Source: an optimization exercise on an open RTL-to-GDS flow (aim: small area). Production flows keep margins and buffers that such runs may drop. Function was checked by simulation only, so behaviour that the tests miss may differ from the original. The flow treats the clock pin as an ideal source, which a real chip does not have. No activity file was given, so power comes from the tool's default toggle rates.

### flow/config.mk
export PLATFORM = sky130hd
export DESIGN_NAME = Top_PWM_Light
export DESIGN_NICKNAME = Top_PWM_Light
export VERILOG_FILES = /design/flow/design.v
export SDC_FILE = /design/flow/constraint.sdc
export NUM_CORES = 4
export LEC_CHECK = 0
export CAP_MARGIN = 20
export CORE_MARGIN = 2
export CORE_UTILIZATION = 40
export SLEW_MARGIN = 20
### flow/constraint.sdc
create_clock -name core_clock -period 10.0 [get_ports {i_clk}]
set_input_delay 2.0000 -clock core_clock [delete_from_list [all_inputs] [get_ports {i_clk}]]
set_output_delay 2.0000 -clock core_clock [all_outputs]
set_load 0.01 [all_outputs]
### flow/design.v
`timescale 1ns / 1ps
module Clock_Divider(
    input i_clk,
    input i_reset,
    output o_tick,
    output o_r99
    );
    localparam [13:0] POL   = 14'h2aaa;
    localparam [13:0] R0    = 14'h0;
    localparam [13:0] R50   = 14'h4b4;
    localparam [13:0] R99   = 14'h3435;
    localparam [13:0] R9999 = 14'h354f;
    reg [13:0] r_r;
    wire [13:0] w_r = r_r ^ POL;
    wire w_fb = ~(w_r[13] ^ w_r[0]);
    assign o_tick = (w_r == R9999);
    assign o_r99 = (w_r == R99);
    always @(posedge i_clk) begin
        r_r <= (i_reset ? R50 : o_tick ? R0 : {w_r[12:0], w_fb}) ^ POL;
    end
endmodule
`timescale 1ns / 1ps
module Counter(
    input i_clk,
    input i_en,
    input i_r99,
    input i_reset,
    output [3:0] o_counter
    );
    reg [3:0] r_counter;
    assign o_counter = r_counter;
    wire w_zero = (r_counter == 4'd0);
    wire w_inc = i_en | (i_r99 & w_zero);
    wire w_wrap = i_en & r_counter[3] & r_counter[1];
    always @(posedge i_clk) begin
        if (i_reset | w_wrap)
            r_counter <= 4'd0;
        else
            r_counter <= r_counter + {3'd0, w_inc};
    end
endmodule
`timescale 1ns / 1ps
module comparater(
    input [3:0] i_counter,
    output o_light_0, o_light_1, o_light_2, o_light_3
    );
    assign o_light_0 = (i_counter == 4'd0);    
    assign o_light_1 = (i_counter < 4'd4);     
    assign o_light_2 = (i_counter < 4'd5);     
    assign o_light_3 = (i_counter < 4'd7);     
endmodule
`timescale 1ns / 1ps
module Button_Controller(
    input i_clk,
    input i_button,
    input i_reset,
    output o_button
    );
    localparam [18:0] POL  = 19'h2aaaa;
    localparam [18:0] SEED = 19'h2b0b7;
    localparam [18:0] PEND = 19'h6b0b7;
    reg r_state;             
    reg [18:0] r_count;
    wire [18:0] w_count = r_count ^ POL;
    wire w_pend  = (w_count == PEND);
    wire w_state = r_state ^ w_pend;
    wire w_en    = (i_button ^ w_state) & ~i_reset;
    wire w_fb    = w_pend ? 1'b0 : ~(w_count[18] ^ w_count[5]);
    wire [18:0] w_next = w_en ? {w_count[17:0], w_fb} : SEED;
    assign o_button = w_pend & r_state;
    always @(posedge i_clk) begin
        r_count <= w_next ^ POL;
        r_state <= ~i_reset & w_state;
    end
endmodule
`timescale 1ns / 1ps
module FSM(
    input i_clk,
    input i_reset,
    input [2:0] i_button,
    output [3:0] o_lightState
    );
    reg [3:0] r_level;
    assign o_lightState = r_level;
    always @(posedge i_clk) begin
        if (i_reset)          r_level <= 4'b0000;
        else if (i_button[0] & ~r_level[3]) r_level <= {r_level[2:0], 1'b1};   
        else if (i_button[1]) r_level <= {1'b0, r_level[3:1]};
        else if (i_button[2]) r_level <= 4'b0000;
    end
endmodule
`timescale 1ns / 1ps
module MUX(
    input [3:0] i_x,
    input [3:0] sel,
    input i_reset,
    output o_y
    );
    assign o_y = ~i_reset & |(i_x & sel);
endmodule
`timescale 1ns / 1ps
module Top_PWM_Light(
    input i_clk,
    input i_reset,
    input [2:0] i_button,
    output o_y
    );
    wire w_tick, w_r99;
    Clock_Divider Clock_divider(.i_clk(i_clk), .i_reset(i_reset), .o_tick(w_tick), .o_r99(w_r99));
    wire [3:0] w_counter;
    Counter counter(.i_clk(i_clk), .i_en(w_tick), .i_r99(w_r99), .i_reset(i_reset), .o_counter(w_counter));
    wire [3:0] w_light;
    comparater comp(.i_counter(w_counter), .o_light_0(w_light[0]), .o_light_1(w_light[1]),
                    .o_light_2(w_light[2]), .o_light_3(w_light[3]));
    wire [2:0] w_button;
    Button_Controller Bt0(.i_clk(i_clk), .i_button(i_button[0]), .i_reset(i_reset), .o_button(w_button[0]));
    Button_Controller Bt1(.i_clk(i_clk), .i_button(i_button[1]), .i_reset(i_reset), .o_button(w_button[1]));
    Button_Controller Bt2(.i_clk(i_clk), .i_button(i_button[2]), .i_reset(i_reset), .o_button(w_button[2]));
    wire [3:0] w_lightState;
    FSM fsm(.i_clk(i_clk), .i_reset(i_reset), .i_button(w_button), .o_lightState(w_lightState));
    MUX mux(.i_x(w_light), .sel(w_lightState), .i_reset(i_reset), .o_y(o_y));
endmodule
### flow/flow/run.sh
#!/bin/bash
# Own flow: the standard layout (standard.sh), with three changes:
#  - synthesis maps with an area-oriented ABC script (flow/area.abc) instead of
#    ORFS's speed script; everything else in synthesis is the standard flow's synth_recipe.tcl
#    and ORFS's synth.tcl unchanged (same registers and names);
#  - ports are buffered with buf_1 cells;
#  - the clock is buffered by flow/clock_buffers.tcl (run before CTS): the
#    clock sinks are split into three groups by position, each driven by one
#    clkbuf_16 at its centroid; CTS then finds no net left to buffer.
set -euo pipefail
W=$(pwd)
F=$W/flow
sed 's#^\( *\)log_cmd abc {\*}\$abc_args#\1log_cmd abc -script '"$F"'/area.abc {*}$lib_args {*}$lib_dont_use_args#' \
  "$FLOW_HOME/scripts/synth.tcl" > "$W/synth_core.tcl"
grep -q "$F/area.abc" "$W/synth_core.tcl"
sed "s#\$::env(SCRIPTS_DIR)/synth.tcl#$W/synth_core.tcl#" synth_recipe.tcl > "$W/synth_area.tcl"
grep -q synth_core.tcl "$W/synth_area.tcl"
export BUFFER_PORTS_ARGS="-buffer_cell sky130_fd_sc_hd__buf_1"
export PRE_CTS_TCL="$F/clock_buffers.tcl"
export CTS_ARGS="-sink_clustering_enable -repair_clock_nets -dont_use_dummy_load -buf_list sky130_fd_sc_hd__clkbuf_16"
bash standard.sh SYNTH_SCRIPT="$W/synth_area.tcl" finish > "$W/standard.log" 2>&1
### flow/flow/area.abc
strash
&get -n
&st
&deepsyn -T 60
&synch2
&nf -R 1000
&put
topo
### flow/flow/clock_buffers.tcl
# manual clock buffering: split the clock sinks into K groups by position (k-means)
# and drive each group with one buffer of type CELL placed at the group's centroid
proc my_clock_buffers {K CELL} {
  set block [ord::get_db_block]
  set dbu [$block getDbUnitsPerMicron]
  set net [$block findNet i_clk]
  set pins {}
  foreach it [$net getITerms] {
    set inst [$it getInst]
    set bb [$inst getBBox]
    lappend pins [list [$inst getName]/[[$it getMTerm] getName] [expr ([$bb xMin]+[$bb xMax])/2.0/$dbu] [expr ([$bb yMin]+[$bb yMax])/2.0/$dbu]]
  }
  set n [llength $pins]
  # init centroids: spread along sorted x
  set sorted [lsort -real -index 1 $pins]
  set cs {}
  for {set k 0} {$k < $K} {incr k} {
    set p [lindex $sorted [expr int(($k + 0.5) * $n / $K)]]
    lappend cs [list [lindex $p 1] [lindex $p 2]]
  }
  for {set iter 0} {$iter < 50} {incr iter} {
    set groups {}
    for {set k 0} {$k < $K} {incr k} { lappend groups {} }
    foreach p $pins {
      set best 0; set bd 1e18
      for {set k 0} {$k < $K} {incr k} {
        set c [lindex $cs $k]
        set d [expr abs([lindex $p 1]-[lindex $c 0]) + abs([lindex $p 2]-[lindex $c 1])]
        if {$d < $bd} { set bd $d; set best $k }
      }
      lset groups $best [concat [lindex $groups $best] [list $p]]
    }
    set cs {}
    foreach g $groups {
      set sx 0; set sy 0
      foreach p $g { set sx [expr $sx + [lindex $p 1]]; set sy [expr $sy + [lindex $p 2]] }
      set m [llength $g]; if {$m == 0} { set m 1 }
      lappend cs [list [expr $sx / $m] [expr $sy / $m]]
    }
  }
  set k 0
  foreach g $groups c $cs {
    if {[llength $g] == 0} continue
    set loads {}
    foreach p $g { lappend loads [get_pins [lindex $p 0]] }
    puts "clock group $k: [llength $g] sinks at $c"
    insert_buffer -buffer_cell $CELL -net i_clk -load_pins $loads -location $c -buffer_name clkbuf_my_$k -net_name clknet_my_$k
    incr k
  }
}

# PRE_CTS hook: drive the clock sinks from three clkbuf_16, one per group;
# the clock port drives only these three buffers.
my_clock_buffers 3 sky130_fd_sc_hd__clkbuf_16
### flow/standard.sh
#!/bin/bash
# synth_recipe.tcl (not shown) runs the flow's synth.tcl, then flattens the netlist and writes it again
# the make line also repeats each setting of config.mk as NAME=value (left out here)
make -C /OpenROAD-flow-scripts/flow DESIGN_CONFIG=/design/flow/config.mk WORK_HOME=/design/flow/orfs CLKGATE_MAP_FILE= SYNTH_SCRIPT=/design/flow/synth_recipe.tcl "${@:-finish}"
==> out/qor.csv, run 1 <==
stage;metric;value;unit
layout;areaGrowthSynthToFinish;8.45;%
routing;detail_route.drc_violations;0;
critical_path;criticalPathCategory;in2out;
place;pre_cts_ws;5020;ps
floorplan;fp.dieW;82.9;um
synth;synthFlopType;sky130_fd_sc_hd__dfxtp_1;
critical_path;timing.critical_path.fanout_max;20;
layout;drive_above_1_share;2.46;%
synth;syn_area_per_cell;10.7;um^2
critical_path;worst-endpoint-required;8000;ps
floorplan;initial_core_util;41.8;%
critical_path;critical_path.startpoint_type;input port;
global_routing;grt_antenna_before_repair;0;
hold_path;hold_start;Bt2.r_count[11]$_DFF_P_;
synth;syn-cell-area;0.00249;mm^2
floorplan;fp-row-count;28;
layout;num-nets-final;256;
synth;yosysWarningCount;4;
synth;post-synth-top-area-fraction;66.0;%
sta;final_layout_setup_total_negative_slack;0;ps
critical_path;regToRegEndpoint;counter.r_counter[1]$_SDFF_PP0_;
synth;async_sr_flop_fraction;0;%
global_routing;global_route.usage.met3;0.895;%
hold_path;hold_path_depth;1;
synth;synth_top_cells_by_count;sky130_fd_sc_hd__dfxtp_1 (82), sky130_fd_sc_hd__nor2_1 (49), sky130_fd_sc_hd__nand2_1 (27);
synth;syn-instance-count;233;
critical_path;cpMaxStageDelayCell;sky130_fd_sc_hd__buf_1;
routing;finalWirelength;3.68;mm
hold_path;timing.hold.worst.class;reg2reg;
floorplan;placeableCoreArea;0.00596;mm^2
sta;min_period_over_period;49.6;%
sta;achievable-frequency;202;MHz
sta;tightest_slew;817;ps
floorplan;i_o_pin_total;6;
sta;drv_slew;0;
floorplan;fp.dieArea;0.00686;mm^2
synth;yosysMostFrequentCell;sky130_fd_sc_hd__dfxtp_1;
floorplan;die_h;82.9;um
global_routing;grt_start_max_net_pins;31;
critical_path;regToRegStartpoint;Clock_divider.r_r[13]$_DFF_P_;
critical_path;worstPathCellList;buf_1, a311oi_1, o21a_1, buf_1;
synth;post_synthesis_net_count;243;
synth;synthesis_stage_register_bit_count;82;
routing;detail_route.wl_per_cell;11.5;um
run;max_cap_violations;0;
critical_path;worst-r2r-setup-slack;7680;ps
sta;finalHoldViolCount;0;
sta;rsz0062_at_grt;no;
global_routing;grt_use_total;10.4;%
sta;worst_clock_skew;14.1;ps
layout;antenna-diode-count;0;
synth;post_synth_num_cell_types;30;
routing;ant_nets_after_route;0;
global_routing;gr-usage-met1;15.0;%
synth;post-synth-top-area-cell;sky130_fd_sc_hd__dfxtp_1;
place;detailed_place_hpwl;2.65;mm
critical_path;path_common_cell;sky130_fd_sc_hd__buf_1;
sta;timing.max_slew.rel_slack;45.5;%
clock_network;number_of_gates_given_a_new_drive_strength_after_cts;0;
critical_path;crit_path_end_kind;output port;
critical_path;reg2reg_depth;8;
routing;detail_route.first_pass.iterations;4;
place;place.gp.congestion;0.777;
global_routing;grt_busiest_layer;met2;
power_and_ir_drop;total_leakage_power;1.08;nW
power_and_ir_drop;ir_worst_vdd;0.142;mV
power_and_ir_drop;power_density;187;mW/mm^2
clock_network;clkLatencyLatePin;160;ps
routing;dr.first_iter.drc_count;52;
sta;endpoints_failing_setup;0;
clock_network;clock_transition_at_the_registers_of_the_reported_paths;100;ps
synth;yosysSeqAreaShare;66.0;%
critical_path;critical_path_arrival;2960;ps
global_routing;grt_remaining_overflow;0;
place;port_buffers;5;
synth;synth-edff-count;0;
hold_path;whs_endpoint;Bt2.r_count[12]$_SDFF_PN1_;
routing;drt-vias-per-instance;4.88;
critical_path;max_stage_delay;330;ps
status;run_status;complete, no violations;
global_routing;grt_first_pass_wirelength;6.38;mm
clock_network;postCtsSetupRepairBufs;0;
global_routing;met2_usage;17.3;%
sta;period_minus_slack;4960;ps
sta;setup_slack;5040;ps
routing;routed-via-count;1557;
synth;biggest_area_contributors_in_the_synthesized_netlist;sky130_fd_sc_hd__dfxtp_1 (66%), sky130_fd_sc_hd__nor2_1 (7.4%), sky130_fd_sc_hd__nand2_1 (4.1%);
global_routing;first_global_vias;1477;
clock_network;cts.hold.buffers_added;0;
==> state kept, by name, summed over array words and instances, names as in the netlist <==
register	flops
Bt0.r_state	1
counter.r_counter	4
Bt2.r_count	19
Bt1.r_state	1
Bt1.r_count	19
fsm.r_level	4
Bt2.r_state	1
Bt0.r_count	19
Clock_divider.r_r	14
==> area by class of cell <==
type	instances	area (um^2)
Fill cell	580	3260
Inverter	2	7.51
Sequential cell	82	1640
Timing Repair Buffer	8	41.3
Tap cell	75	93.8
Multi-Input combinational cell	149	838
==> worst max-delay path, delay by kind of cell <==
kind / cells / cell delay, ps
AO/OA/AOI/OAI: 2 / 480
buffers and inverters: 2 / 470
==> power by group <==
part / switching [mW] / internal (mW)
clock: 0.0758 / 0.0552
sequential: 0.00866 / 0.342
combinational: 0.0129 / 0.0108
total: 0.0974 / 0.408
==> through the flow <==
stage          hold WS, ps  power, mW  cell area, um^2  std cells  util (%)
2_1_floorplan          353      0.373             2490        233         -
3_3_place_gp           363      0.382             2620        316      44.0
3_5_place_dp           366      0.383             2620        316      44.0
4_1_cts                366      0.487             2700        319      45.3
5_1_grt                397      0.527             2700        319      45.3
6_report               389      0.506             2700        319      45.3
==> cells by family (layout without fill, tap and decap cells) <==
kind of cell    Yosys count  after routing  share of synthesized area (%)
xor+xnor                  6              6                           2.11
simple gates            111            111                           21.9
flops                    82             82                           66.0
buf+inv                   2             13                          0.302
compound gates           27             27                           7.19
fa+ha+maj                 5              5                           2.52
==> routing by layer <==
metal  wire, um  up-vias
li1           -      817
met1       1950      729
met2       1590        6
met3         77        5
met4         62        0
met5          0        -
==> how the worst max path moves through the flow <==
stage | from | end | slack (ps) | cells after the start
floorplan | i_reset | o_y | 5630 | 2
finish | i_reset | o_y | 5040 | 4
CTS | i_reset | o_y | 5020 | 4
global placement | i_reset | o_y | 5040 | 4
detailed placement | i_reset | o_y | 5020 | 4
global route | i_reset | o_y | 4890 | 4
==> cell usage in the layout (no fill, tap or decap), types with 3 or more instances in the layout <==
cell and n:
sky130_fd_sc_hd__nor4_1 3, sky130_fd_sc_hd__nor2b_1 6, sky130_fd_sc_hd__o21ai_0 6, sky130_fd_sc_hd__dfxtp_1 82
sky130_fd_sc_hd__a21oi_1 7, sky130_fd_sc_hd__buf_1 5, sky130_fd_sc_hd__nand4_1 4, sky130_fd_sc_hd__clkbuf_16 3
sky130_fd_sc_hd__ha_1 5, sky130_fd_sc_hd__nand2_1 27, sky130_fd_sc_hd__nand3_1 3, sky130_fd_sc_hd__buf_4 3
sky130_fd_sc_hd__xnor2_1 5, sky130_fd_sc_hd__o21a_1 4, sky130_fd_sc_hd__nor4b_1 4, sky130_fd_sc_hd__nor4bb_1 7
sky130_fd_sc_hd__nor2_1 49
==> run 2, diff against run 1 <==
==> flow/flow/area.abc (replaced) <==
strash
&get -n
&st
&deepsyn -T 120
&synch2
&nf -R 1000
&put
topo
--- a/flow/config.mk
+++ b/flow/config.mk
@@ -8,4 +8,5 @@
 export CAP_MARGIN = 20
 export CORE_MARGIN = 2
 export CORE_UTILIZATION = 40
+export GPL_TIMING_DRIVEN = 0
 export SLEW_MARGIN = 20
==> out/qor.csv, run 2 <==
stage;metric;value;unit
sta;period_minus_slack;4990;ps
sta;worst_clock_skew;22.0;ps
global_routing;grt_first_pass_wirelength;6.33;mm
synth;syn_area_per_cell;10.7;um^2
global_routing;grt_start_max_net_pins;34;
power_and_ir_drop;total_leakage_power;1.07;nW
routing;routed-via-count;1521;
synth;yosysSeqAreaShare;66.0;%
synth;synth_top_cells_by_count;sky130_fd_sc_hd__dfxtp_1 (82), sky130_fd_sc_hd__nor2_1 (49), sky130_fd_sc_hd__nand2_1 (27);
layout;regArea;0.00164;mm^2
synth;post_synthesis_net_count;243;
layout;mostFrequentLayoutCells;sky130_fd_sc_hd__dfxtp_1 (82), sky130_fd_sc_hd__nor2_1 (49), sky130_fd_sc_hd__nand2_1 (27), sky130_fd_sc_hd__a21oi_1 (7), sky130_fd_sc_hd__nor4bb_1 (7);
hold_path;timing.hold.worst.class;reg2reg;
sta;timing.max_slew.rel_slack;43.1;%
routing;dr.first_iter.drc_count;58;
layout;layoutNonFillerInstCount;316;
layout;multi_input_area;838;um^2
synth;biggest_area_contributors_in_the_synthesized_netlist;sky130_fd_sc_hd__dfxtp_1 (66%), sky130_fd_sc_hd__nor2_1 (7.4%), sky130_fd_sc_hd__nand2_1 (4.1%);
power_and_ir_drop;power_density;189;mW/mm^2
clock_network;cts.hold.buffers_added;0;
floorplan;die_h;82.9;um
global_routing;grt_use_total;10.3;%
synth;syn-cell-area;0.00249;mm^2
layout;areaGrowthSynthToFinish;7.55;%
routing;detail_route.drc_violations;0;
floorplan;initial_core_util;41.8;%
sta;final_layout_setup_total_negative_slack;0;ps
floorplan;fp.dieW;82.9;um
synth;post-synth-top-area-fraction;66.0;%
sta;rsz0062_at_grt;no;
synth;post_synth_num_cell_types;30;
hold_path;hold_start;Bt2.r_count[10]$_SDFF_PN0_;
critical_path;regToRegStartpoint;Clock_divider.r_r[13]$_DFF_P_;
layout;layout.cells.most_common;sky130_fd_sc_hd__dfxtp_1;
floorplan;fp.dieArea;0.00686;mm^2
routing;detail_route.wl_per_cell;11.3;um
routing;ant_nets_after_route;0;
sta;endpoints_failing_setup;0;
global_routing;grt_remaining_overflow;0;
place;place.gp.congestion;0.720;
place;dp.cells;313;
critical_path;criticalPathCategory;in2out;
clock_network;clock_transition_at_the_registers_of_the_reported_paths;90;ps
routing;drt-vias-per-instance;4.81;
sta;tightest_slew;848;ps
synth;synth-edff-count;0;
synth;yosysWarningCount;4;
layout;number_of_fill_cells_in_the_layout;566;
synth;post-synth-top-area-cell;sky130_fd_sc_hd__dfxtp_1;
global_routing;first_global_vias;1465;
synth;async_sr_flop_fraction;0;%
critical_path;critical_path_arrival;2990;ps
layout;antenna-diode-count;0;
global_routing;grt_busiest_layer;met2;
synth;synthesis_stage_register_bit_count;82;
critical_path;worst-r2r-setup-slack;7620;ps
place;detailed_place_hpwl;2.55;mm
synth;syn-instance-count;233;
global_routing;met2_usage;17.7;%
synth;yosysMostFrequentCell;sky130_fd_sc_hd__dfxtp_1;
clock_network;postCtsSetupRepairBufs;0;
sta;drv_slew;0;
global_routing;gr-usage-met1;14.6;%
power_and_ir_drop;total_power;504;uW
global_routing;grt_antenna_before_repair;0;
layout;num-nets-final;253;
routing;finalWirelength;3.57;mm
clock_network;clkLatencyLatePin;170;ps
critical_path;worst-endpoint-required;8000;ps
critical_path;critical_path.startpoint_type;input port;
critical_path;cp-startpoint;i_reset;
floorplan;i_o_pin_total;6;
power_and_ir_drop;ir_worst_vdd;0.156;mV
routing;detail_route.first_pass.iterations;4;
sta;finalHoldViolCount;0;
synth;synthFlopType;sky130_fd_sc_hd__dfxtp_1;
critical_path;timing.critical_path.fanout_max;20;
critical_path;crit_path_end_kind;output port;
floorplan;fp-row-count;28;
clock_network;number_of_gates_given_a_new_drive_strength_after_cts;0;
place;port_buffers;5;
floorplan;placeableCoreArea;0.00596;mm^2
layout;drive_above_1_share;1.24;%
layout;top_regs;Bt0.r_count x19, Bt1.r_count x19, Bt2.r_count x19;
run;max_cap_violations;0;
sta;achievable-frequency;201;MHz
status;run_status;complete, no violations;
global_routing;global_route.usage.met3;0.994;%
layout;finish.utilization;44.9;%
sta;min_period_over_period;49.9;%
## run 2: changes by cell type in the layout (fill, tap and decap cells not counted), sizes merged
cell  delta
buf      -3
## run 2: final cells by class
type,count,share of cell area (%)
multi-input combinational,149,31.3
inverter,2,0.281
timing repair buffer,5,0.702
sequential,82,61.4
tap,75,3.51
## run 2: layer usage
| layer | wire length, um | vias to the layer above |
|---|---|---|
| met2 | 1530 | 6 |
| met5 | 0 | - |
| li1 | - | 816 |
| met1 | 1920 | 695 |
| met3 | 83 | 4 |
| met4 | 46 | 0 |
## run 2: final timing paths
| path | depth (start not counted) | to |
|---|---|---|
| worst max-delay path | 4 | o_y |
| worst min-delay path | 1 | Bt2.r_count[11]$_DFF_P_ |
| worst max register to register | 8 | counter.r_counter[1]$_SDFF_PP0_ |
| worst min register to register | 1 | Bt2.r_count[11]$_DFF_P_ |
## run 2: logic make-up (layout without fill, tap and decap cells)
family	Yosys count	count (layout)	synth area share (%)
flip-flops	82	82	66.0
XOR/XNOR	6	6	2.11
buffers and inverters	2	10	0.302
AO/OA/AOI/OAI	27	27	7.19
AND/OR/NAND/NOR	111	111	21.9
adder cells (fa/ha/maj)	5	5	2.52
## run 2: power breakdown
| part | switching [mW] | internal (mW) |
|---|---|---|
| clock network | 0.0757 | 0.0552 |
| registers | 0.00834 | 0.342 |
| logic | 0.0128 | 0.0101 |
## run 2: metrics by stage
stage / area (um^2) / hold slack [ps] / worst slack, ps
4_1_cts: 2680 / 364 / 4970
2_1_floorplan: 2490 / 353 / 5630
3_5_place_dp: 2600 / 364 / 4980
3_3_place_gp: 2600 / 361 / 4980
6_report: 2680 / 383 / 5010
5_1_grt: 2680 / 401 / 4880
## run 2: worst max-delay path, cell delays in order
cell,delay (ps)
sky130_fd_sc_hd__buf_1,330
sky130_fd_sc_hd__a311oi_1,330
sky130_fd_sc_hd__o21a_1,170
sky130_fd_sc_hd__buf_1,150
==> run 3, diff against run 2 <==
--- a/flow/config.mk
+++ b/flow/config.mk
@@ -7,6 +7,6 @@
 export LEC_CHECK = 0
 export CAP_MARGIN = 20
 export CORE_MARGIN = 2
-export CORE_UTILIZATION = 40
+export CORE_UTILIZATION = 55
 export GPL_TIMING_DRIVEN = 0
 export SLEW_MARGIN = 20
==> out/qor.csv, run 3 <==
stage;metric;value;unit
global_routing;grt_antenna_before_repair;0;
layout;finish.utilization;60.8;%
routing;detail_route.first_pass.iterations;4;
sta;period_minus_slack;5000;ps
routing;detail_route.drc_violations;0;
power_and_ir_drop;netSwitchingFraction;18.9;%
power_and_ir_drop;total_switching_power;94.8;uW
sta;final_layout_setup_total_negative_slack;0;ps
critical_path;critical_path.startpoint_type;input port;
sta;achievable-frequency;200;MHz
power_and_ir_drop;clkPwrFrac;25.5;%
power_and_ir_drop;total_power;502;uW
run;max_cap_violations;0;
floorplan;fp.dieW;71.3;um
layout;top_regs;Bt0.r_count x19, Bt1.r_count x19, Bt2.r_count x19;
synth;synthFlopType;sky130_fd_sc_hd__dfxtp_1;
synth;largest_family_of_logic_cells_by_synthesized_area;simple AND/OR/NAND/NOR gates;
synth;syn_area_per_cell;10.7;um^2
hold_path;hold_path_depth;1;
power_and_ir_drop;power_density;190;mW/mm^2
global_routing;grt_start_max_net_pins;32;
clock_network;number_of_gates_given_a_new_drive_strength_after_cts;0;
floorplan;die_h;71.3;um
floorplan;initial_core_util;57.1;%
sta;worst_clock_skew;21.1;ps
floorplan;fp-row-count;24;
synth;post-synth-top-area-fraction;66.0;%
routing;ant_nets_after_route;0;
synth;yosys.area_share.adder;2.52;%
clock_network;clock_transition_at_the_registers_of_the_reported_paths;80;ps
power_and_ir_drop;comb_power_share;4.6;%
layout;regArea;0.00164;mm^2
sta;finalHoldViolCount;0;
routing;routed-via-count;1566;
sta;rsz0062_at_grt;no;
place;place.gp.congestion;0.786;
hold_path;whs_endpoint;Bt1.r_count[12]$_SDFF_PN1_;
layout;number_of_fill_cells_in_the_layout;360;
synth;synthesis_stage_register_bit_count;82;
global_routing;grt_use_total;15.2;%
sta;setup_slack;5000;ps
layout;antenna-diode-count;0;
sta;timing.max_slew.rel_slack;44.4;%
sta;endpoints_failing_setup;0;
clock_network;cts.hold.buffers_added;0;
layout;mostFrequentLayoutCells;sky130_fd_sc_hd__dfxtp_1 (82), sky130_fd_sc_hd__nor2_1 (49), sky130_fd_sc_hd__nand2_1 (27), sky130_fd_sc_hd__a21oi_1 (7), sky130_fd_sc_hd__nor4bb_1 (7);
synth;yosysSeqAreaShare;66.0;%
routing;dr.first_iter.drc_count;71;
synth;synth-edff-count;0;
synth;biggest_area_contributors_in_the_synthesized_netlist;sky130_fd_sc_hd__dfxtp_1 (66%), sky130_fd_sc_hd__nor2_1 (7.4%), sky130_fd_sc_hd__nand2_1 (4.1%);
critical_path;regToRegStartpoint;Clock_divider.r_r[13]$_DFF_P_;
global_routing;grt_first_pass_wirelength;6.56;mm
layout;drive_above_1_share;1.24;%
place;port_buffers;5;
routing;finalWirelength;3.72;mm
sta;min_period_over_period;50.0;%
critical_path;worst-r2r-setup-slack;7590;ps
floorplan;fp.dieArea;0.00508;mm^2
critical_path;timing.critical_path.fanout_max;20;
power_and_ir_drop;power.share.sequential;69.9;%
routing;detail_route.wl_per_cell;12.7;um
hold_path;hold_start;Bt1.r_count[11]$_DFF_P_;
synth;post_synth_num_cell_types;30;
critical_path;crit_path_end_kind;output port;
power_and_ir_drop;cell_internal_pwr;407;uW
clock_network;clkLatencyLatePin;160;ps
clock_network;postCtsSetupRepairBufs;0;
floorplan;placeableCoreArea;0.00435;mm^2
critical_path;regToRegEndpoint;counter.r_counter[2]$_SDFF_PP0_;
synth;syn-cell-area;0.00249;mm^2
power_and_ir_drop;ir_worst_vdd;0.105;mV
hold_path;timing.hold.worst.class;reg2reg;
layout;num-nets-final;253;
synth;syn-instance-count;233;
synth;synthXorXnorAreaFrac;2.11;%
synth;synth_top_cells_by_count;sky130_fd_sc_hd__dfxtp_1 (82), sky130_fd_sc_hd__nor2_1 (49), sky130_fd_sc_hd__nand2_1 (27);
power_and_ir_drop;total_leakage_power;1.07;nW
routing;drt-vias-per-instance;5.34;
synth;post_synthesis_net_count;243;
sta;drv_slew;0;
place;detailed_place_hpwl;2.77;mm
global_routing;first_global_vias;1487;
sta;tightest_slew;833;ps
status;run_status;complete, no violations;
synth;yosysWarningCount;4;
critical_path;criticalPathCategory;in2out;
synth;yosysMostFrequentCell;sky130_fd_sc_hd__dfxtp_1;
layout;layout.cells.most_common;sky130_fd_sc_hd__dfxtp_1;
global_routing;grt_remaining_overflow;0;
place;pre_cts_ws;5000;ps
floorplan;i_o_pin_total;6;
layout;areaGrowthSynthToFinish;6.39;%
synth;synth_mux_area_share;0;%
synth;async_sr_flop_fraction;0;%
synth;synth_compound_area_share;7.19;%
critical_path;worst-endpoint-required;8000;ps
layout;multi_input_area;838;um^2
synth;yosys.area_share.simple;21.9;%
critical_path;reg2reg_depth;9;
synth;post-synth-top-area-cell;sky130_fd_sc_hd__dfxtp_1;
critical_path;critical_path_arrival;3000;ps
run 3: cell counts in the layout (fill, tap and decap cells not counted):
Identical to the previous run, type by type.
run 3: worst max path at each step:
stage	startpoint	to	slack (ps)	cells past startpoint
global route	i_reset	o_y	4880	4
global placement	i_reset	o_y	5000	4
finish	i_reset	o_y	5000	4
floorplan	i_reset	o_y	5630	2
detailed placement	i_reset	o_y	5000	4
CTS	i_reset	o_y	4990	4
run 3: power groups by stage:
stage / registers (mW) / clock network (mW) / logic [mW]
5_1_grt: 0.353 / 0.145 / 0.0264
3_5_place_dp: 0.358 / 0 / 0.0233
2_1_floorplan: 0.356 / 0 / 0.0174
3_3_place_gp: 0.358 / 0 / 0.0223
4_1_cts: 0.359 / 0.104 / 0.0233
6_report: 0.351 / 0.128 / 0.0229
run 3: area by class of cell:
| cell class | count | area share (%) |
|---|---|---|
| well taps | 52 | 2.46 |
| repair buffers | 5 | 0.709 |
| multi-input cells | 149 | 31.7 |
| inverters | 2 | 0.284 |
| flip-flops and latches | 82 | 62.0 |
run 3: stage by stage:
step           area (um^2)  std cells  hold slack, ps
6_report              2650        293             388
3_3_place_gp          2570        290             360
4_1_cts               2650        293             369
5_1_grt               2650        293             401
3_5_place_dp          2570        290             369
2_1_floorplan         2490        233             353
run 3: metal layers:
metal  up-vias  part of all wire [%]  GRT usage, %  routed length, um
li1        814                     -             -                  -
met2        18                    50          27.6               1860
met4         0                  0.67          1.05                 25
met1       732                    46          21.0               1730
met5         -                     0             0                  0
met3         2                   2.8         0.985                103
run 3: cell families (layout without fill, tap and decap cells):
group | after synthesis | after routing
XOR/XNOR | 6 | 6
AO/OA/AOI/OAI | 27 | 27
buffers and inverters | 2 | 10
flip-flops | 82 | 82
adder cells (fa/ha/maj) | 5 | 5
AND/OR/NAND/NOR | 111 | 111
run 3: worst max-delay path, cell delays in order:
cell,delay [ps]
sky130_fd_sc_hd__buf_1,340
sky130_fd_sc_hd__a311oi_1,340
sky130_fd_sc_hd__o21a_1,170
sky130_fd_sc_hd__buf_1,150
==> run 4, diff against run 3 <==
--- a/flow/design.v
+++ b/flow/design.v
@@ -6,15 +6,17 @@
     output o_r99
     );
     localparam [13:0] POL   = 14'h2aaa;
-    localparam [13:0] R0    = 14'h0;
-    localparam [13:0] R50   = 14'h4b4;
-    localparam [13:0] R99   = 14'h3435;
-    localparam [13:0] R9999 = 14'h354f;
+    localparam [13:0] R0    = 14'h3781;
+    localparam [13:0] R50   = 14'h37c1;
+    localparam [13:0] R99   = 14'h1be8;
+    localparam [13:0] R9999 = 14'h2f5;
     reg [13:0] r_r;
     wire [13:0] w_r = r_r ^ POL;
-    wire w_fb = ~(w_r[13] ^ w_r[0]);
-    assign o_tick = (w_r == R9999);
-    assign o_r99 = (w_r == R99);
+    wire w_fb = ~(w_r[13] ^ w_r[12]);
+    localparam [13:0] M9999 = 14'h16ff;
+    localparam [13:0] M99   = 14'h17fb;
+    assign o_tick = ((w_r & M9999) == (R9999 & M9999));
+    assign o_r99 = ((w_r & M99) == (R99 & M99));
     always @(posedge i_clk) begin
         r_r <= (i_reset ? R50 : o_tick ? R0 : {w_r[12:0], w_fb}) ^ POL;
     end
@@ -57,15 +59,16 @@
     output o_button
     );
     localparam [18:0] POL  = 19'h2aaaa;
-    localparam [18:0] SEED = 19'h2b0b7;
-    localparam [18:0] PEND = 19'h6b0b7;
+    localparam [18:0] SEED = 19'h3d7d5;
+    localparam [18:0] PEND = 19'h7d7d5;
     reg r_state;             
     reg [18:0] r_count;
     wire [18:0] w_count = r_count ^ POL;
-    wire w_pend  = (w_count == PEND);
+    localparam [18:0] MASK = 19'h7fff7;
+    wire w_pend  = ((w_count & MASK) == (PEND & MASK));    
     wire w_state = r_state ^ w_pend;
     wire w_en    = (i_button ^ w_state) & ~i_reset;
-    wire w_fb    = w_pend ? 1'b0 : ~(w_count[18] ^ w_count[5]);
+    wire w_fb    = w_pend ? 1'b1 : ~(w_count[18] ^ w_count[11]);
     wire [18:0] w_next = w_en ? {w_count[17:0], w_fb} : SEED;
     assign o_button = w_pend & r_state;
     always @(posedge i_clk) begin
==> flow/flow/area.abc (replaced) <==
strash
&get -n
&st
&deepsyn -T 120
&synch2
&nf -R 1000
&put
mfs3 -ae
mfs3 -am
topo
==> out/qor.csv, run 4 <==
stage;metric;value;unit
critical_path;regToRegEndpoint;Bt1.r_count[12]$_SDFF_PN1_;
place;pre_cts_ws;5000;ps
clock_network;number_of_gates_given_a_new_drive_strength_after_cts;0;
sta;setup_slack;5000;ps
sta;timing.max_slew.rel_slack;37.7;%
critical_path;critPathTopFamily;buffers and inverters;
routing;finalWirelength;3.71;mm
status;run_status;complete, no violations;
critical_path;crit_path_end_kind;output port;
synth;post_synth_num_cell_types;27;
synth;synthFlopType;sky130_fd_sc_hd__dfxtp_1;
synth;syn_area_per_cell;10.5;um^2
synth;biggest_area_contributors_in_the_synthesized_netlist;sky130_fd_sc_hd__dfxtp_1 (67%), sky130_fd_sc_hd__nand2_1 (7.6%), sky130_fd_sc_hd__nor2_1 (4.7%);
sta;worst_clock_skew;23.7;ps
synth;synthXorXnorAreaFrac;3.20;%
critical_path;timing.critical_path.fanout_max;23;
layout;areaGrowthSynthToFinish;6.46;%
global_routing;first_global_vias;1571;
sta;achievable-frequency;200;MHz
critical_path;critical_path.startpoint_type;input port;
floorplan;placeableCoreArea;0.00432;mm^2
hold_path;hold_start;Bt0.r_count[3]$_DFF_P_;
floorplan;fp-row-count;24;
synth;post-synth-top-area-fraction;66.7;%
power_and_ir_drop;total_leakage_power;1.04;nW
clock_network;postCtsSetupRepairBufs;0;
synth;synthesis_stage_register_bit_count;82;
run;max_cap_violations;0;
synth;largest_family_of_logic_cells_by_synthesized_area;simple AND/OR/NAND/NOR gates;
power_and_ir_drop;ir_worst_vdd;0.182;mV
global_routing;grt_antenna_before_repair;0;
global_routing;grt_use_total;15.7;%
place;detailed_place_hpwl;2.71;mm
power_and_ir_drop;power_density;198;mW/mm^2
synth;yosysMostFrequentCell;sky130_fd_sc_hd__dfxtp_1;
critical_path;worstPathCellList;buf_1, nor4_1, buf_1;
routing;detail_route.first_pass.iterations;4;
critical_path;critical_path_arrival;3000;ps
layout;layout.cells.most_common;sky130_fd_sc_hd__dfxtp_1;
routing;detail_route.wl_per_cell;12.6;um
synth;yosysSeqAreaShare;66.7;%
layout;finish.utilization;60.6;%
place;place.gp.congestion;0.745;
layout;mostFrequentLayoutCells;sky130_fd_sc_hd__dfxtp_1 (82), sky130_fd_sc_hd__nand2_1 (50), sky130_fd_sc_hd__nor2_1 (31), sky130_fd_sc_hd__nand4_1 (6), sky130_fd_sc_hd__nand4b_1 (6);
clock_network;clkLatencyLatePin;170;ps
routing;routed-via-count;1546;
synth;async_sr_flop_fraction;0;%
floorplan;fp.dieArea;0.00502;mm^2
critical_path;cpMaxStageDelayCell;sky130_fd_sc_hd__buf_1;
hold_path;timing.hold.worst.class;reg2reg;
synth;post_synthesis_net_count;244;
routing;dr.first_iter.drc_count;36;
floorplan;initial_core_util;56.9;%
critical_path;path_common_cell;sky130_fd_sc_hd__buf_1;
synth;synth_mux_area_share;0;%
global_routing;grt_remaining_overflow;0;
synth;synth_top_cells_by_count;sky130_fd_sc_hd__dfxtp_1 (82), sky130_fd_sc_hd__nand2_1 (50), sky130_fd_sc_hd__nor2_1 (31);
critical_path;criticalPathCategory;in2out;
layout;num-nets-final;254;
critical_path;worst-r2r-setup-slack;7410;ps
global_routing;grt_first_pass_wirelength;6.71;mm
layout;top_regs;Bt0.r_count x19, Bt1.r_count x19, Bt2.r_count x19;
place;port_buffers;5;
hold_path;whs_endpoint;Bt0.r_count[4]$_SDFF_PN1_;
sta;endpoints_failing_setup;0;
routing;ant_nets_after_route;0;
sta;finalHoldWorstSlack;375;ps
synth;post-synth-top-area-cell;sky130_fd_sc_hd__dfxtp_1;
synth;yosys.area_share.adder;2.54;%
synth;syn-instance-count;234;
sta;finalHoldViolCount;0;
sta;min_period_over_period;50.0;%
critical_path;regToRegStartpoint;Bt1.r_count[12]$_SDFF_PN1_;
critical_path;reg2reg_depth;7;
critical_path;worstPathBufferInverterCount;2;
layout;drive_above_1_share;1.24;%
critical_path;worst-endpoint-required;8000;ps
clock_network;clock_transition_at_the_registers_of_the_reported_paths;100;ps
synth;syn-cell-area;0.00246;mm^2
floorplan;fp.dieW;70.9;um
sta;rsz0062_at_grt;no;
critical_path;max_stage_delay;680;ps
routing;drt-vias-per-instance;5.26;
sta;final_layout_setup_total_negative_slack;0;ps
routing;detail_route.drc_violations;0;
global_routing;grt_start_max_net_pins;34;
layout;antenna-diode-count;0;
floorplan;i_o_pin_total;6;
synth;yosys.area_share.simple;24.0;%
clock_network;cts.hold.buffers_added;0;
hold_path;hold_path_depth;1;
floorplan;die_h;70.9;um
sta;drv_slew;0;
sta;period_minus_slack;5000;ps
synth;yosysWarningCount;4;
synth;synth-edff-count;0;
synth;synth_compound_area_share;3.51;%
sta;tightest_slew;934;ps
[run 4: cell types whose count changed after synthesis, sizes merged, moves of 4 or more]
cell	before	now
nor4bb	7	0
nand2	27	50
or3	0	4
nor4b	4	0
nand4b	2	6
a21oi	7	3
o21a	4	0
nor2	49	31
[run 4: worst max path at each step]
stage,slack [ps],start,endpoint,cells after the start
floorplan,5570,i_reset,o_y,1
global placement,5030,i_reset,o_y,3
detailed placement,5000,i_reset,o_y,3
CTS,5000,i_reset,o_y,3
global route,4840,i_reset,o_y,3
finish,5000,i_reset,o_y,3
[run 4: per-layer routing]
layer / share of wire (%) / global-route usage, % / routed length, um
met2: 48 / 29.2 / 1800
met4: 2.0 / 2.52 / 74
met5: 0 / 0 / 0
met3: 2.0 / 0.997 / 73
met1: 48 / 20.4 / 1770
[run 4: layout make-up]
class / count / area (um^2)
Tap cell: 52 / 65.1
Timing Repair Buffer: 5 / 18.8
Sequential cell: 82 / 1640
Fill cell: 382 / 1710
Multi-Input combinational cell: 152 / 818
[run 4: power by group]
part | internal, mW | switching [mW]
registers | 0.346 | 0.0109
logic | 0.0136 | 0.0178
clock network | 0.0552 | 0.0746
total | 0.415 | 0.103
[run 4: logic make-up (layout without fill, tap and decap cells)]
group | count (synthesis) | in the layout
AO/OA/AOI/OAI | 13 | 13
XOR/XNOR | 9 | 9
buffers and inverters | 0 | 8
flip-flops | 82 | 82
adder cells (fa/ha/maj) | 5 | 5
AND/OR/NAND/NOR | 125 | 125
[run 4: stage by stage]
stage	instance area (um^2)	cells	total power, mW
final	2620	294	0.519
after global placement	2540	291	0.395
after CTS	2620	294	0.501
after global routing	2620	294	0.542
after detailed placement	2540	291	0.397
after floorplan	2460	234	0.386
==> run 5, diff against run 4 <==
--- a/flow/flow/run.sh
+++ b/flow/flow/run.sh
@@ -1,8 +1,9 @@
 #!/bin/bash
 # Own flow: the standard layout (standard.sh), with three changes:
 #  - synthesis maps with an area-oriented ABC script (flow/area.abc) instead of
-#    ORFS's speed script; everything else in synthesis is the standard flow's synth_recipe.tcl
-#    and ORFS's synth.tcl unchanged (same registers and names);
+#    ORFS's speed script, and leaves adders to ABC (no half/full-adder cell
+#    mapping); everything else in synthesis is the standard flow's synth_recipe.tcl and
+#    ORFS's synth.tcl unchanged (same registers and names);
 #  - ports are buffered with buf_1 cells;
 #  - the clock is buffered by flow/clock_buffers.tcl (run before CTS): the
 #    clock sinks are split into three groups by position, each driven by one
@@ -18,4 +19,4 @@
 export BUFFER_PORTS_ARGS="-buffer_cell sky130_fd_sc_hd__buf_1"
 export PRE_CTS_TCL="$F/clock_buffers.tcl"
 export CTS_ARGS="-sink_clustering_enable -repair_clock_nets -dont_use_dummy_load -buf_list sky130_fd_sc_hd__clkbuf_16"
-bash standard.sh SYNTH_SCRIPT="$W/synth_area.tcl" finish > "$W/standard.log" 2>&1
+bash standard.sh SYNTH_SCRIPT="$W/synth_area.tcl" ADDER_MAP_FILE= finish > "$W/standard.log" 2>&1
==> out/qor.csv, run 5 <==
stage;metric;value;unit
clock_network;number_of_gates_given_a_new_drive_strength_after_cts;0;
synth;synthFlopType;sky130_fd_sc_hd__dfxtp_1;
floorplan;fp-row-count;24;
routing;ant_nets_after_route;0;
critical_path;regToRegEndpoint;counter.r_counter[3]$_SDFF_PP0_;
routing;detail_route.drc_violations;0;
sta;achievable-frequency;194;MHz
critical_path;worst-endpoint-required;8000;ps
synth;yosysWarningCount;4;
layout;areaGrowthSynthToFinish;6.78;%
clock_network;cts.hold.buffers_added;0;
synth;biggest_area_contributors_in_the_synthesized_netlist;sky130_fd_sc_hd__dfxtp_1 (67%), sky130_fd_sc_hd__nand2_1 (8.8%), sky130_fd_sc_hd__nor2_1 (5.2%);
routing;detail_route.first_pass.iterations;4;
floorplan;initial_core_util;56.7;%
sta;worst_clock_skew;23.2;ps
global_routing;grt_antenna_before_repair;0;
sta;min_period_over_period;51.5;%
global_routing;grt_use_total;15.5;%
synth;post_synth_num_cell_types;26;
power_and_ir_drop;total_power;527;uW
sta;final_layout_setup_total_negative_slack;0;ps
status;run_status;complete, no violations;
layout;mostFrequentLayoutCells;sky130_fd_sc_hd__dfxtp_1 (82), sky130_fd_sc_hd__nand2_1 (57), sky130_fd_sc_hd__nor2_1 (34), sky130_fd_sc_hd__nor3_1 (7), sky130_fd_sc_hd__nand3_1 (7);
critical_path;critical_path_arrival;3150;ps
synth;syn-instance-count;239;
run;max_cap_violations;0;
synth;yosysMostFrequentCell;sky130_fd_sc_hd__dfxtp_1;
clock_network;clock_transition_at_the_registers_of_the_reported_paths;90;ps
synth;post-synth-top-area-fraction;67.4;%
synth;synth-edff-count;0;
sta;rsz0062_at_grt;no;
routing;routed-via-count;1558;
hold_path;whs_endpoint;Clock_divider.r_r[12]$_SDFF_PP1_;
critical_path;regToRegStartpoint;Clock_divider.r_r[7]$_DFF_P_;
routing;finalWirelength;3.74;mm
critical_path;reg2reg_depth;8;
routing;detail_route.wl_per_cell;12.5;um
hold_path;hold_start;Clock_divider.r_r[11]$_DFF_P_;
critical_path;cp-startpoint;i_reset;
synth;syn_area_per_cell;10.2;um^2
global_routing;first_global_vias;1581;
power_and_ir_drop;ir_worst_vdd;0.129;mV
critical_path;critical_path.startpoint_type;input port;
layout;antenna-diode-count;0;
synth;async_sr_flop_fraction;0;%
floorplan;fp.dieW;70.5;um
floorplan;placeableCoreArea;0.00429;mm^2
clock_network;clkLatencyLatePin;170;ps
place;dp.cells;296;
layout;drive_above_1_share;1.62;%
sta;drv_slew;0;
layout;num-nets-final;254;
place;place.gp.congestion;0.727;
hold_path;timing.hold.worst.class;reg2reg;
place;port_buffers;5;
sta;timing.max_slew.rel_slack;37.1;%
critical_path;criticalPathCategory;in2out;
layout;top_regs;Bt0.r_count x19, Bt1.r_count x19, Bt2.r_count x19;
routing;dr.first_iter.drc_count;65;
clock_network;postCtsSetupRepairBufs;0;
floorplan;i_o_pin_total;6;
critical_path;timing.critical_path.fanout_max;23;
synth;synthesis_stage_register_bit_count;82;
global_routing;grt_first_pass_wirelength;6.70;mm
critical_path;crit_path_end_kind;output port;
sta;finalHoldViolCount;0;
synth;post_synthesis_net_count;244;
power_and_ir_drop;total_leakage_power;0.993;nW
synth;synth_top_cells_by_count;sky130_fd_sc_hd__dfxtp_1 (82), sky130_fd_sc_hd__nand2_1 (57), sky130_fd_sc_hd__nor2_1 (34);
layout;layoutNonFillerInstCount;299;
global_routing;grt_remaining_overflow;0;
sta;tightest_slew;944;ps
synth;yosysSeqAreaShare;67.4;%
synth;post-synth-top-area-cell;sky130_fd_sc_hd__dfxtp_1;
hold_path;hold_path_depth;1;
power_and_ir_drop;power_density;203;mW/mm^2
place;detailed_place_hpwl;2.74;mm
floorplan;die_h;70.5;um
layout;layout.cells.most_common;sky130_fd_sc_hd__dfxtp_1;
sta;endpoints_failing_setup;0;
floorplan;fp.dieArea;0.00498;mm^2
routing;drt-vias-per-instance;5.21;
critical_path;worst-r2r-setup-slack;7580;ps
sta;period_minus_slack;5150;ps
synth;syn-cell-area;0.00243;mm^2
global_routing;grt_start_max_net_pins;33;
[run 5: cell types whose count changed in the layout (fill, tap and decap cells not counted), moves of 3 or more]
cell                      previous run  this run
sky130_fd_sc_hd__ha_1                5         0
sky130_fd_sc_hd__nand2_1            50        57
sky130_fd_sc_hd__nand3_1             3         7
sky130_fd_sc_hd__nor2_1             31        34
sky130_fd_sc_hd__nor3_1              4         7
sky130_fd_sc_hd__nor4_1              3         0
sky130_fd_sc_hd__or3_1               4         0
[run 5: logic make-up (layout without fill, tap and decap cells)]
family	after synthesis	count (layout)	share of synthesized area, %
and+or+nand+nor	130	130	24.5
DFF	82	82	67.4
AOI/OAI and AO/OA	16	16	4.32
xor gates and xnor gates	10	10	3.60
buffers and inverters	1	9	0.154
[run 5: report_power, final]
part / internal (mW) / switching, mW / total (mW)
registers: 0.349 / 0.0125 / 0.361
logic: 0.0153 / 0.0198 / 0.0351
clock network: 0.0552 / 0.0751 / 0.130
total: 0.419 / 0.107 / 0.527
[run 5: layout make-up]
type                            count  area, um^2
Inverter                            1        3.75
Sequential cell                    82        1640
Multi-Input combinational cell    156         796
Fill cell                         359        1690
Tap cell                           52        65.1
Timing Repair Buffer                5        18.8
[run 5: worst max-delay path, cell delays in order]
cell	delay, ps
sky130_fd_sc_hd__buf_1	680
sky130_fd_sc_hd__a311oi_1	140
sky130_fd_sc_hd__and2_0	210
sky130_fd_sc_hd__buf_1	120
[run 5: per-stage QoR]
| stage | utilization [%] | hold slack, ps | instance area (um^2) | setup WS (ps) |
|---|---|---|---|---|
| after floorplan | - | 343 | 2430 | 5550 |
| after global placement | 58.7 | 344 | 2520 | 4870 |
| after CTS | 60.4 | 349 | 2590 | 4830 |
| after global routing | 60.5 | 395 | 2600 | 4720 |
| final | 60.5 | 369 | 2600 | 4850 |
| after detailed placement | 58.7 | 349 | 2520 | 4840 |
[run 5: worst max-delay path by stage]
stage / endpoint / cells past startpoint
floorplan: o_y / 2
global placement: o_y / 4
detailed placement: o_y / 4
CTS: o_y / 4
global route: o_y / 4
finish: o_y / 4
[run 5: per-layer routing]
layer / track usage [%] / vias up / part of all wire, % / wire length, um
met5: 0 / - / 0 / 0
met4: 1.47 / 0 / 0.99 / 37
met3: 1.28 / 4 / 2.5 / 94
met2: 28.8 / 10 / 49 / 1840
met1: 20.7 / 736 / 47 / 1760
li1: - / 808 / - / -
==> run 6, diff against run 5 <==
--- a/flow/config.mk
+++ b/flow/config.mk
@@ -9,4 +9,5 @@
 export CORE_MARGIN = 2
 export CORE_UTILIZATION = 55
 export GPL_TIMING_DRIVEN = 0
+export PLACE_DENSITY = 0.75
 export SLEW_MARGIN = 20
==> out/qor.csv, run 6 <==
stage;metric;value;unit
sta;endpoints_failing_setup;0;
sta;final_layout_setup_total_negative_slack;0;ps
routing;dr.first_iter.drc_count;85;
floorplan;fp.dieW;70.5;um
synth;async_sr_flop_fraction;0;%
global_routing;grt_antenna_before_repair;0;
critical_path;worstPathBufferInverterCount;2;
sta;period_minus_slack;5110;ps
critical_path;crit_path_end_kind;output port;
synth;synthFlopType;sky130_fd_sc_hd__dfxtp_1;
critical_path;cpMaxStageDelayCell;sky130_fd_sc_hd__buf_1;
status;run_status;complete, no violations;
sta;finalHoldViolCount;0;
critical_path;critical_path_arrival;3110;ps
floorplan;die_h;70.5;um
critical_path;worst-path-stages;4;
clock_network;clock_transition_at_the_registers_of_the_reported_paths;100;ps
synth;synth-edff-count;0;
power_and_ir_drop;ir_worst_vdd;0.165;mV
critical_path;worstSetupEndpoint;o_y;
layout;areaGrowthSynthToFinish;6.78;%
routing;drt-vias-per-instance;5.11;
critical_path;reg2reg_depth;8;
critical_path;worstPathCellList;buf_1, a311oi_1, and2_0, buf_1;
synth;syn_area_per_cell;10.2;um^2
routing;detail_route.drc_violations;0;
layout;mostFrequentLayoutCells;sky130_fd_sc_hd__dfxtp_1 (82), sky130_fd_sc_hd__nand2_1 (57), sky130_fd_sc_hd__nor2_1 (34), sky130_fd_sc_hd__nor3_1 (7), sky130_fd_sc_hd__nand3_1 (7);
routing;detail_route.wl_per_cell;11.6;um
synth;biggest_area_contributors_in_the_synthesized_netlist;sky130_fd_sc_hd__dfxtp_1 (67%), sky130_fd_sc_hd__nand2_1 (8.8%), sky130_fd_sc_hd__nor2_1 (5.2%);
synth;post-synth-top-area-fraction;67.4;%
power_and_ir_drop;power_density;202;mW/mm^2
layout;antenna-diode-count;0;
sta;min_period_over_period;51.1;%
place;detailed_place_hpwl;2.52;mm
layout;drive_above_1_share;1.62;%
critical_path;worst-endpoint-required;8000;ps
routing;detail_route.first_pass.iterations;3;
layout;layout.cells.most_common;sky130_fd_sc_hd__dfxtp_1;
synth;yosysSeqAreaShare;67.4;%
sta;finalHoldWorstSlack;371;ps
critical_path;critPathTopFamily;buffers and inverters;
critical_path;critical_path.startpoint_type;input port;
critical_path;timing.critical_path.fanout_max;23;
critical_path;regToRegStartpoint;Clock_divider.r_r[7]$_DFF_P_;
global_routing;grt_first_pass_wirelength;6.25;mm
floorplan;fp-row-count;24;
synth;syn-cell-area;0.00243;mm^2
synth;synthesis_stage_register_bit_count;82;
sta;rsz0062_at_grt;no;
routing;ant_nets_after_route;0;
layout;num-nets-final;254;
global_routing;grt_remaining_overflow;0;
critical_path;max_stage_delay;650;ps
synth;yosysMostFrequentCell;sky130_fd_sc_hd__dfxtp_1;
run;max_cap_violations;0;
synth;post_synth_num_cell_types;26;
critical_path;cp-startpoint;i_reset;
critical_path;worst-r2r-setup-slack;7590;ps
critical_path;regToRegEndpoint;counter.r_counter[3]$_SDFF_PP0_;
synth;yosysWarningCount;4;
sta;tightest_slew;897;ps
hold_path;hold_start;Clock_divider.r_r[11]$_DFF_P_;
synth;post-synth-top-area-cell;sky130_fd_sc_hd__dfxtp_1;
global_routing;first_global_vias;1477;
floorplan;initial_core_util;56.7;%
floorplan;fp.dieArea;0.00498;mm^2
global_routing;grt_start_max_net_pins;30;
synth;post_synthesis_net_count;244;
clock_network;number_of_gates_given_a_new_drive_strength_after_cts;0;
power_and_ir_drop;total_leakage_power;0.993;nW
clock_network;clkLatencyLatePin;160;ps
sta;timing.max_slew.rel_slack;40.2;%
hold_path;timing.hold.worst.class;reg2reg;
routing;routed-via-count;1527;
floorplan;i_o_pin_total;6;
place;port_buffers;5;
critical_path;path_common_cell;sky130_fd_sc_hd__buf_1;
clock_network;postCtsSetupRepairBufs;0;
clock_network;cts.hold.buffers_added;0;
floorplan;placeableCoreArea;0.00429;mm^2
synth;synth_top_cells_by_count;sky130_fd_sc_hd__dfxtp_1 (82), sky130_fd_sc_hd__nand2_1 (57), sky130_fd_sc_hd__nor2_1 (34);
global_routing;grt_use_total;14.4;%
sta;worst_clock_skew;12.8;ps
critical_path;criticalPathCategory;in2out;
sta;achievable-frequency;196;MHz
routing;finalWirelength;3.48;mm
synth;syn-instance-count;239;
sta;drv_slew;0;
place;place.gp.congestion;0.759;
layout;top_regs;Bt0.r_count x19, Bt1.r_count x19, Bt2.r_count x19;
==> run 6: cell counts in the layout (fill, tap and decap cells not counted) <==
No cell type changed its count.
==> run 6: how the worst min path moves through the flow <==
stage                                                   to  slack (ps)  depth (start not counted)
final                     Clock_divider.r_r[12]$_SDFF_PP1_         370                          1
after floorplan                  Bt0.r_count[4]$_SDFF_PN1_         340                          1
after detailed placement  Clock_divider.r_r[12]$_SDFF_PP1_         350                          1
after global routing             Bt0.r_count[4]$_SDFF_PN1_         380                          1
after CTS                 Clock_divider.r_r[12]$_SDFF_PP1_         350                          1
after global placement           Bt1.r_count[4]$_SDFF_PN1_         340                          1
==> run 6: routing by layer <==
metal | vias up | track usage, % | share of wire, % | wire [um]
met2 | 6 | 25.3 | 46 | 1600
li1 | 813 | - | - | -
met1 | 704 | 20.3 | 51 | 1770
met5 | - | 0 | 0 | 0
met3 | 4 | 1.14 | 1.6 | 57
met4 | 0 | 1.89 | 1.4 | 48
==> run 6: area by class of cell <==
type                            count  area, um^2
Sequential cell                    82        1640
Multi-Input combinational cell    156         796
Inverter                            1        3.75
Tap cell                           52        65.1
Fill cell                         381        1690
Timing Repair Buffer                5        18.8
==> run 6: logic make-up after synthesis <==
logic type	share of synthesized area [%]
xor gates and xnor gates	3.60
buffers and inverters	0.154
DFF	67.4
AOI/OAI and AO/OA	4.32
and+or+nand+nor	24.5
==> run 6: per-stage QoR <==
stage	instance area, um^2	power (mW)	instances	worst slack (ps)	util, %
4_1_cts	2600	0.509	299	4870	60.5
3_3_place_gp	2520	0.402	296	4890	58.7
6_report	2600	0.526	299	4890	60.5
3_5_place_dp	2520	0.404	296	4870	58.8
2_1_floorplan	2430	0.393	239	5550	-
5_1_grt	2600	0.551	299	4730	60.5
==> run 6: worst reg2reg max path, cell delays in order, from the launching register on <==
cell                      delay [ps]
sky130_fd_sc_hd__dfxtp_1         330
sky130_fd_sc_hd__nor4b_1         470
sky130_fd_sc_hd__nand2_1         130
sky130_fd_sc_hd__nor4b_2         630
sky130_fd_sc_hd__a31oi_1         200
sky130_fd_sc_hd__nand2_1         130
sky130_fd_sc_hd__o21a_1          160
sky130_fd_sc_hd__nor2b_1         190
sky130_fd_sc_hd__o21a_1          120
==> run 6: power by group <==
| group | internal, mW | total (mW) | switching, mW |
|---|---|---|---|
| logic | 0.0153 | 0.0354 | 0.0201 |
| registers | 0.349 | 0.361 | 0.0122 |
| clock network | 0.0552 | 0.130 | 0.0745 |
==> run 7, diff against run 6 <==
==> flow/flow/run.sh (replaced) <==
#!/bin/bash
# Own flow: the standard layout (standard.sh), with three changes:
#  - synthesis maps with area-oriented ABC scripts (flow/area*.abc, the same
#    script with four random seeds; flow/abc_best.tcl keeps the smallest
#    result) instead of ORFS's speed script, and leaves adders to ABC (no half/full-adder cell
#    mapping); everything else in synthesis is the standard flow's synth_recipe.tcl and
#    ORFS's synth.tcl unchanged (same registers and names);
#  - ports are buffered with buf_1 cells;
#  - the clock is buffered by flow/clock_buffers.tcl (run before CTS): the
#    clock sinks are split into four groups by position, each driven by one
#    clkbuf_8 at its centroid; CTS then finds no net left to buffer.
set -euo pipefail
W=$(pwd)
F=$W/flow
{ echo "source $F/abc_best.tcl"
  sed 's#^\( *\)log_cmd abc {\*}\$abc_args#\1abc_best [list '"$F/area1.abc $F/area2.abc $F/area3.abc $F/area4.abc"']#' \
    "$FLOW_HOME/scripts/synth.tcl"; } > "$W/synth_core.tcl"
grep -q "abc_best \[list" "$W/synth_core.tcl"
sed "s#\$::env(SCRIPTS_DIR)/synth.tcl#$W/synth_core.tcl#" synth_recipe.tcl > "$W/synth_area.tcl"
grep -q synth_core.tcl "$W/synth_area.tcl"
export BUFFER_PORTS_ARGS="-buffer_cell sky130_fd_sc_hd__buf_1"
export PRE_CTS_TCL="$F/clock_buffers.tcl"
export CTS_ARGS="-sink_clustering_enable -repair_clock_nets -dont_use_dummy_load -buf_list sky130_fd_sc_hd__clkbuf_16"
bash standard.sh SYNTH_SCRIPT="$W/synth_area.tcl" ADDER_MAP_FILE= finish > "$W/standard.log" 2>&1
==> flow/flow/abc_best.tcl (new file) <==
# Map the design with each ABC script given and keep the smallest result.
proc abc_best {scripts} {
  global lib_args lib_dont_use_args
  set dir $::env(OBJECTS_DIR)
  yosys design -save abc_pre
  set best 1e18
  set i 0
  foreach s $scripts {
    yosys design -load abc_pre
    yosys abc -script $s {*}$lib_args {*}$lib_dont_use_args
    yosys tee -q -o $dir/abc_area_$i.txt stat {*}$lib_args
    set fh [open $dir/abc_area_$i.txt]
    set txt [read $fh]
    close $fh
    regexp {Chip area for module [^:]*: ([0-9.]+)} $txt -> a
    puts "abc_best: $s area $a"
    if {$a < $best} {
      set best $a
      yosys design -save abc_best
    }
    incr i
  }
  yosys design -load abc_best
  puts "abc_best: kept area $best"
}
==> flow/flow/area1.abc (new file) <==
strash
&get -n
&st
&deepsyn -T 90 -S 1
&synch2
&nf -R 1000
&put
mfs3 -ae
mfs3 -am
topo
==> flow/flow/area2.abc (new file) <==
strash
&get -n
&st
&deepsyn -T 90 -S 2
&synch2
&nf -R 1000
&put
mfs3 -ae
mfs3 -am
topo
==> flow/flow/area3.abc (new file) <==
strash
&get -n
&st
&deepsyn -T 90 -S 3
&synch2
&nf -R 1000
&put
mfs3 -ae
mfs3 -am
topo
==> flow/flow/area4.abc (new file) <==
strash
&get -n
&st
&deepsyn -T 90 -S 4
&synch2
&nf -R 1000
&put
mfs3 -ae
mfs3 -am
topo
--- a/flow/flow/clock_buffers.tcl
+++ b/flow/flow/clock_buffers.tcl
@@ -49,6 +49,6 @@
   }
 }
 
-# PRE_CTS hook: drive the clock sinks from three clkbuf_16, one per group;
-# the clock port drives only these three buffers.
-my_clock_buffers 3 sky130_fd_sc_hd__clkbuf_16
+# PRE_CTS hook: drive the clock sinks from four clkbuf_8, one per group;
+# the clock port drives only these four buffers.
+my_clock_buffers 4 sky130_fd_sc_hd__clkbuf_8
removed: flow/flow/area.abc
==> out/qor.csv, run 7 <==
stage;metric;value;unit
status;run_status;complete, no violations;
layout;final_design_area_no_fill;0.00294;mm^2
layout;num-nets-final;269;
sta;finalHoldWorstSlack;352;ps
layout;mostFrequentLayoutCells;sky130_fd_sc_hd__dfxtp_1 (82), sky130_fd_sc_hd__nand2_1 (52), sky130_fd_sc_hd__nor2_1 (38), sky130_fd_sc_hd__clkbuf_16 (15), sky130_fd_sc_hd__nand3_1 (10);
routing;finalWirelength;3.92;mm
sta;setup_slack;4840;ps
layout;areaGrowthSynthToFinish;21.2;%
synth;yosysMostFrequentCell;sky130_fd_sc_hd__dfxtp_1;
floorplan;fp-row-count;24;
sta;worst_clock_skew;15.0;ps
synth;synth_top_cells_by_count;sky130_fd_sc_hd__dfxtp_1 (82), sky130_fd_sc_hd__nand2_1 (52), sky130_fd_sc_hd__nor2_1 (38);
power_and_ir_drop;power_density;282;mW/mm^2
floorplan;die_h;70.3;um
layout;drive_above_1_share;7.25;%
sta;endpoints_failing_setup;0;
place;detailed_place_hpwl;2.40;mm
routing;detail_route.first_pass.iterations;4;
sta;timing.max_slew.rel_slack;36.8;%
clock_network;clock_tree_from_tritoncts;built;
floorplan;i_o_pin_total;6;
synth;synthesis_stage_register_bit_count;82;
sta;drv_slew;0;
global_routing;grt_start_max_net_pins;24;
run;max_cap_violations;0;
routing;detail_route.wl_per_cell;12.5;um
sta;rsz0062_at_grt;no;
critical_path;cpMaxStageDelayCell;sky130_fd_sc_hd__a311oi_1;
sta;period_minus_slack;5160;ps
critical_path;critical_path_arrival;3160;ps
sta;finalHoldViolCount;0;
clock_network;cts.hold.buffers_added;0;
synth;yosysSeqAreaShare;67.8;%
critical_path;regToRegStartpoint;Clock_divider.r_r[5]$_DFF_P_;
power_and_ir_drop;total_leakage_power;1.18;nW
layout;number_of_fill_cells_in_the_layout;323;
sta;final_layout_setup_total_negative_slack;0;ps
routing;dr.first_iter.drc_count;96;
critical_path;worstPathBufferInverterCount;2;
synth;post_synth_num_cell_types;29;
sta;tightest_slew;947;ps
floorplan;placeableCoreArea;0.00429;mm^2
place;place.gp.congestion;0.792;
synth;post-synth-top-area-fraction;67.8;%
critical_path;worst-r2r-setup-slack;7380;ps
routing;drt-vias-per-instance;5.17;
routing;routed-via-count;1623;
global_routing;first_global_vias;1638;
synth;synth-edff-count;0;
synth;post-synth-top-area-cell;sky130_fd_sc_hd__dfxtp_1;
synth;biggest_area_contributors_in_the_synthesized_netlist;sky130_fd_sc_hd__dfxtp_1 (68%), sky130_fd_sc_hd__nand2_1 (8.1%), sky130_fd_sc_hd__nor2_1 (5.9%);
critical_path;critical_path.startpoint_type;input port;
synth;post_synthesis_net_count;243;
floorplan;fp.dieArea;0.00495;mm^2
critical_path;max_stage_delay;430;ps
global_routing;grt_use_total;17.8;%
clock_network;postCtsSetupRepairBufs;0;
critical_path;timing.critical_path.fanout_max;23;
global_routing;grt_antenna_before_repair;0;
critical_path;cp-startpoint;i_reset;
clock_network;clock_transition_at_the_registers_of_the_reported_paths;50;ps
clock_network;number_of_gates_given_a_new_drive_strength_after_cts;0;
critical_path;criticalPathCategory;in2out;
critical_path;path_common_cell;sky130_fd_sc_hd__buf_1;
synth;syn-instance-count;238;
critical_path;reg2reg_depth;9;
place;placement.cell_area;0.00250;mm^2
global_routing;grt_remaining_overflow;0;
clock_network;clkLatencyLatePin;610;ps
critical_path;worstSetupEndpoint;o_y;
synth;yosysWarningCount;4;
routing;detail_route.drc_violations;0;
layout;top_regs;Bt0.r_count x19, Bt1.r_count x19, Bt2.r_count x19;
global_routing;grt_first_pass_wirelength;6.84;mm
critical_path;regToRegEndpoint;counter.r_counter[3]$_SDFF_PP0_;
sta;min_period_over_period;51.6;%
synth;async_sr_flop_fraction;0;%
critical_path;critPathTopFamily;compound AO/OA/AOI/OAI gates;
layout;antenna-diode-count;0;
synth;synthFlopType;sky130_fd_sc_hd__dfxtp_1;
routing;ant_nets_after_route;0;
critical_path;crit_path_end_kind;output port;
critical_path;worst-path-stages;4;
critical_path;worstPathCellList;buf_1, a311oi_1, o31a_1, buf_1;
place;port_buffers;5;
synth;syn-cell-area;0.00242;mm^2
hold_path;timing.hold.worst.class;reg2reg;
synth;syn_area_per_cell;10.2;um^2
floorplan;fp.dieW;70.3;um
critical_path;worst-endpoint-required;8000;ps
power_and_ir_drop;ir_worst_vdd;0.157;mV
sta;achievable-frequency;194;MHz
place;pre_cts_ws;4850;ps
layout;layout.cells.most_common;sky130_fd_sc_hd__dfxtp_1;
floorplan;initial_core_util;56.4;%
## run 7: cells by family (layout without fill, tap and decap cells)
logic type / Yosys count / count (layout) / share of synthesized area, %
XOR/XNOR: 10 / 10 / 3.62
AO/OA/AOI/OAI: 15 / 15 / 4.39
buffers and inverters: 3 / 27 / 0.465
AND/OR/NAND/NOR: 128 / 128 / 23.7
flip-flops: 82 / 82 / 67.8
## run 7: stage by stage
| stage | power [mW] | cells | util [%] |
|---|---|---|---|
| floorplan | 0.394 | 238 | - |
| finish | 0.828 | 314 | 68.4 |
| detailed placement | 0.405 | 295 | 58.3 |
| global placement | 0.404 | 295 | 58.3 |
| global route | 0.860 | 314 | 68.4 |
| CTS | 0.839 | 314 | 68.4 |
## run 7: power by group
group          switching [mW]  internal (mW)  leakage [nW]
Clock                   0.134          0.296         0.214
Combinational          0.0207         0.0150         0.287
Sequential             0.0129          0.350         0.675
Total                   0.168          0.660          1.18
## run 7: per-layer routing
metal | GRT usage (%) | part of all wire, % | vias up
li1 | - | - | 836
met1 | 21.3 | 48 | 753
met2 | 25.7 | 45 | 22
met3 | 8.66 | 4.8 | 12
met4 | 10.7 | 2.4 | 0
met5 | 0 | 0 | -
## run 7: how the worst min path moves through the flow
stage,startpoint,endpoint,slack (ps),cells after the start
detailed placement,Bt1.r_count[3]$_DFF_P_,Bt1.r_count[4]$_SDFF_PN1_,350,1
global placement,Bt1.r_count[3]$_DFF_P_,Bt1.r_count[4]$_SDFF_PN1_,340,1
floorplan,Bt0.r_count[3]$_DFF_P_,Bt0.r_count[4]$_SDFF_PN1_,340,1
CTS,Bt2.r_count[3]$_DFF_P_,Bt2.r_count[4]$_SDFF_PN1_,360,1
global route,Bt2.r_count[3]$_DFF_P_,Bt2.r_count[4]$_SDFF_PN1_,360,1
finish,Bt2.r_count[3]$_DFF_P_,Bt2.r_count[4]$_SDFF_PN1_,350,1
## run 7: area by class of cell
cell class                      instances  area [um^2]  share of cell area, %
Sequential cell                        82         1640                   55.9
Multi-Input combinational cell        153          768                   26.2
Tap cell                               52         65.1                   2.22
Timing Repair Buffer                    5         18.8                  0.639
Inverter                                3         11.3                  0.384
## run 7: worst reg2reg max path: stages, from the launching register on
cell and delay [ps]:
sky130_fd_sc_hd__dfxtp_1 310, sky130_fd_sc_hd__nor4_1 330, sky130_fd_sc_hd__nand3_1 140, sky130_fd_sc_hd__nor4b_1 730
sky130_fd_sc_hd__nor2_1 330, sky130_fd_sc_hd__nor2b_1 290, sky130_fd_sc_hd__a21oi_1 140, sky130_fd_sc_hd__nor2_1 150
sky130_fd_sc_hd__nor2_1 50, sky130_fd_sc_hd__nor2_1 80
